Source: an optimization exercise on an open RTL-to-GDS flow (aim: small area, a short achievable clock period and few clock cycles per item). Production flows keep margins and buffers that such runs may drop. In this exercise RTL edits were held to simulation tests only and were not proved equivalent to the original. Power figures rest on the tool's default switching activity, not on a simulated workload.

## old
Design rs_mul, start of the top module:
module rs_mul
#(
    parameter int RS_COUNT = 2,
    parameter ROB_DEPTH = 32,
    parameter TAG_LEN = $clog2(ROB_DEPTH) - 1
)(
    input logic clk,
    input logic rst,branch_mispredicted,
    input logic [TAG_LEN:0] cdb_tag1,cdb_tag2, cdb_tag3,cdb_tag4,
    input logic [31:0] cdb_result1,cdb_result2,cdb_result3,cdb_result4,
    input logic update_add,update_rob,update_lsq,update_bp,
    input logic dis_valid,
    input logic [1:0] dis_rs_type,
    input logic [4:0] dis_aluop,
    input logic dis_rs1_rdy, dis_rs2_rdy,
    input logic [TAG_LEN:0] dis_Qj, dis_Qk, dis_rob_num,
    input logic [31:0] dis_rs1_data, dis_rs2_data,
    output logic mul_rdy,mul_full,
    output logic [TAG_LEN:0] rob_num_mul,
    output  logic [31:0] rs1m,rs2m,
    output logic [31:0] result_mul
);
localparam int NE = RS_COUNT;
localparam int IW = (NE > 1) ? $clog2(NE) : 1;
wire flush = rst | branch_mispredicted;
logic [NE-1:0] busy, r1, r2, iss;
logic [2:0]  opc [NE];       
logic [4:0]  q1 [NE], q2 [NE], rob [NE];
logic [31:0] v1 [NE], v2 [NE];
logic          nxt_any;      
logic [IW-1:0] nxt_sel;      
logic        out_valid;
logic [4:0]  out_rob;
logic [31:0] out_res, out_a, out_b;
logic          w_valid, w_div, w_hi, w_neg;
logic [4:0]    w_rob;
logic [31:0]   w_a, w_b;
logic          e_busy;       
logic [IW-1:0] e_idx;
logic          e_div;
logic          e_first;      
logic          e_align;      
logic [5:0]    e_cnt;        
  ...
For scale: roughly 7800 cells after synthesis, about 560 flip-flops, roughly 350 I/O pins, roughly 54000 um2 of cells after synthesis.
export LEC_CHECK = 0
export ABC_AREA = 1
export CAP_MARGIN = 40
export CORE_MARGIN = 2
export CORE_UTILIZATION = 40
export SLEW_MARGIN = 40
create_clock -name core_clock -period 10.0 [get_ports {clk}]
standard.sh (not shown) runs the stock make flow with config.mk's settings and CLKGATE_MAP_FILE= SYNTH_SCRIPT=/design/flow/synth_recipe.tcl, a recipe that flattens the netlist after the stock synthesis.
==> flow/flow/run.sh <==
#!/bin/bash
# Own layout flow: the standard synthesis unchanged, then the standard ORFS layout with
#  - port buffers of the plain sky130_fd_sc_hd__buf_2 cell.
# Each step's full output goes to a log file in this folder (ORFS's own logs are under orfs/logs).
set -euo pipefail
bash standard.sh synth > flow_synth.log 2>&1
bash standard.sh SETUP_SLACK_MARGIN=6 "BUFFER_PORTS_ARGS=-buffer_cell sky130_fd_sc_hd__buf_2" finish > flow_layout.log 2>&1
old ended with every stage complete and zero timing, DRC or antenna violations.
Testbench counts of old, summed over its fixed seeds: cycles 5,196, items 1,840.
Changes in new relative to old:
diff --git a/flow/design.v b/flow/design.v
--- a/flow/design.v
+++ b/flow/design.v
@@ -710,24 +710,23 @@
 assign dX  = {D[35:0], ~e_bn};                     
 assign tR  = {5'b0, S[31:0]};
 assign x3s = tR ^ dX ^ D;
 assign x3c = {(tR[35:0] & dX[35:0]) | (tR[35:0] & D[35:0]) | (dX[35:0] & D[35:0]), ~e_bn};
 assign t1  = ksadd(tR, dX, ~e_bn);                  
 assign t2a = ksadd(x3s, x3c, ~e_bn);                
 assign t2b = ksadd(tR, D, ~e_bn);                   
 logic qh, ql;
 assign qh = ~t1[36];
 assign ql = qh ? ~t2a[36] : ~t2b[36];
 logic [31:0] rnext;
-assign rnext = ({32{qh & ql}} & t2a[31:0]) | ({32{qh & ~ql}} & t1[31:0])
-             | ({32{~qh & ql}} & t2b[31:0]) | ({32{~qh & ~ql}} & S[31:0]);
+assign rnext = qh ? (ql ? t2a[31:0] : t1[31:0]) : (ql ? t2b[31:0] : S[31:0]);
 logic [6:0] a_sd;
 assign a_sd = {1'b0, e_bla} + {6'd0, e_an} - {1'b0, e_blb};
 logic [5:0] a_s;
 assign a_s = (a_sd[6] | e_dz) ? 6'd0 : {a_sd[5:1], 1'b0};    
 logic [36:0] dsh;
 always_comb begin
     logic fill;
     fill = ~e_bn;
     dsh = {{5{e_bn & xb[31]}}, xb} ^ {37{fill}};
     for (int k = 1; k < 6; k++)
         if (a_s[k]) dsh = (dsh << (1 << k)) | ({37{fill}} & ((37'd1 << (1 << k)) - 37'd1));
@@ -749,96 +748,96 @@
         el_n = 1'b0;
     for (int i = 0; i < NE; i++)
         freeing_n[i] = el_n & ((can_issue ? nxt_sel : e_idx) == IW'(i));
 end
 always_ff @(posedge clk) begin
     for (int i = 0; i < NE; i++) begin
         if (alloc[i]) begin
             opc[i] <= dis_opc;
             rob[i] <= dis_rob_num;
             q1[i]  <= dis_Qj;
             q2[i]  <= dis_Qk;
+            v1[i]  <= dval1;
+            v2[i]  <= dval2;
+        end else begin
+            if (!r1[i]) v1[i] <= cv1[i];
+            if (!r2[i]) v2[i] <= cv2[i];
         end
-        v1[i] <= ({32{alloc[i]}} & dval1) | ({32{~alloc[i] & r1[i]}} & v1[i])
-               | ({32{~alloc[i] & ~r1[i]}} & cv1[i]);
-        v2[i] <= ({32{alloc[i]}} & dval2) | ({32{~alloc[i] & r2[i]}} & v2[i])
-               | ({32{~alloc[i] & ~r2[i]}} & cv2[i]);
     end
     r1 <= r1_n;
     r2 <= r2_n;
-    out_res <= w_div ? wdiv : (w_hi ? psum[63:32] : psum[31:0]);
-    out_a   <= w_a;
-    out_b   <= w_b;
-    out_rob <= w_rob;
+    if (w_valid) begin
+        out_res <= w_div ? wdiv : (w_hi ? psum[63:32] : psum[31:0]);
+        out_a   <= w_a;
+        out_b   <= w_b;
+        out_rob <= w_rob;
+    end
     if (e_fr) begin
         w_a   <= xa;
         w_b   <= xb;
         w_rob <= rob[e_idx];
     end
     if (e_fr) e_freed <= 1'b1;
     if (can_issue) e_freed <= 1'b0;
-    w_div <= e_div;
-    w_hi  <= e_hi;
-    w_neg <= e_neg;
-    if (!e_div) begin
-        S <= dS;
-        C <= dC;
-    end else if (e_align) begin
-        S <= {{32{e_dz}}, M[31:0] + {31'd0, e_an}};
-        C <= {dC[63:37], dsh};
-    end else begin
-        S <= {S[61:32], qh, ql, rnext};
-        C <= {dC[63:37], {2{D[36]}}, D[36:2]};
+    if (e_last) begin
+        w_div <= e_div;
+        w_hi  <= e_hi;
+        w_neg <= e_neg;
     end
-    e_bc <= benc(nw);
     if (e_busy) begin
         if (e_div) begin
             if (e_align) begin
+                S <= {{32{e_dz}}, M[31:0] + {31'd0, e_an}};
+                C[36:0] <= dsh;
                 e_cnt <= a_s;
                 e_align <= 1'b0;
             end else begin
+                S <= {S[61:32], qh, ql, rnext};
+                C[36:0] <= {{2{D[36]}}, D[36:2]};
                 e_cnt <= e_cnt - 6'd2;
             end
         end else begin
+            S <= dS;
+            C <= dC;
+            e_bc <= benc(nw);
             e_first <= 1'b0;
             e_cnt <= e_cnt - 6'd1;
         end
     end
-    e_an   <= p_an;
-    e_dz   <= p_dz;
-    e_triv <= p_triv;
-    e_bla  <= p_bla;
-    e_blb  <= p_blb;
     if (can_issue) begin
         e_idx   <= nxt_sel;
         e_div   <= popc[2];
         e_first <= 1'b1;
         e_align <= popc[2];
         if (popc[2]) begin
             M      <= {1'b0, p_amag};
             e_hi   <= ~popc[1];
             e_neg  <= popc[1] ? p_an : ((p_an ^ p_bn) & ~p_dz);
+            e_an   <= p_an;
             e_bn   <= p_bn;
+            e_dz   <= p_dz;
+            e_triv <= p_triv;
+            e_bla  <= p_bla;
+            e_blb  <= p_blb;
         end else begin
             M      <= p_swap ? pY : pX;
             e_cnt  <= {4'b0, p_mn1};
             e_bc   <= p_bc;
             e_swap <= p_swap;
             e_hi   <= (popc[1:0] != 2'b00);
         end
     end
     if (flush) begin
         busy <= '0;
         iss <= '0;
         nxt_any <= 1'b0;
-        nxt_sel <= '0;
         full_r <= 1'b0;
         e_busy <= 1'b0;
         w_valid <= 1'b0;
         out_valid <= 1'b0;
     end else begin
         busy <= busy_n;
         iss <= iss_n;
         nxt_any <= |rdy_n;
         full_r <= &(busy_n & ~freeing_n);
         nxt_sel <= '0;
         for (int i = NE-1; i >= 0; i--) if (rdy_n[i]) nxt_sel <= IW'(i);
==> results.txt <==
On power consumed by combinational cells, the lower figure sits with new, not old.
old and new ended up with nearly the same final cell count without fillers.
Per the comparison of new with old, total power now sits lower; global-route wire length before repair lower; layout net count fell by 113; clock buffer count lost about 12%.
Diff old -> new | synthesized cell count | down by a few percent
Diff old and new: post-detailed-route wirelength per cell higher in old
The post-route fraction of the period consumed by the critical path number comes out lower for old vs new.
Standard cell core area delta for new relative to old: 4.6% higher
Taking old as the reference point, the total length of routed met2 wires of new falls by about 3.7%.
Diff old -> new: overall track demand over capacity in global routing dropped 2.2 points, synthesized area climbed 2600 um2.
Testbench counts of new, summed over its fixed seeds: cycles 5,196, items 1,840.

[afterwards: timing with drivers on the ports]
In the flow no input, the clock included, has a driving cell. The finished layouts below were timed again as built, in two steps.
Step 1, drivers: a clkbuf_16 drives clk and a buf_2 each remaining input, both assumed.
Step 2, shift: input delay + t, output delay - t, t = (earliest + latest rising clock arrival at the registers) / 2. This alone moves slack from input paths to output paths.
a / b / c = no drivers / after step 1 / after step 2; a / b = the first two.
run | t (ns) | slack for setup (ns) | worst setup path after step 2 | pins driven straight from the clock port
old | 0.786 | 5.687 / 5.687 / 5.293 | input to register | 1
new | 0.760 | 5.503 / 5.503 / 5.248 | input to register | 1
After both steps setup and hold are still met in every run listed. The setup slack of old, which loses most, moves by 0.000 ns with the drivers and by -0.394 ns with both steps.
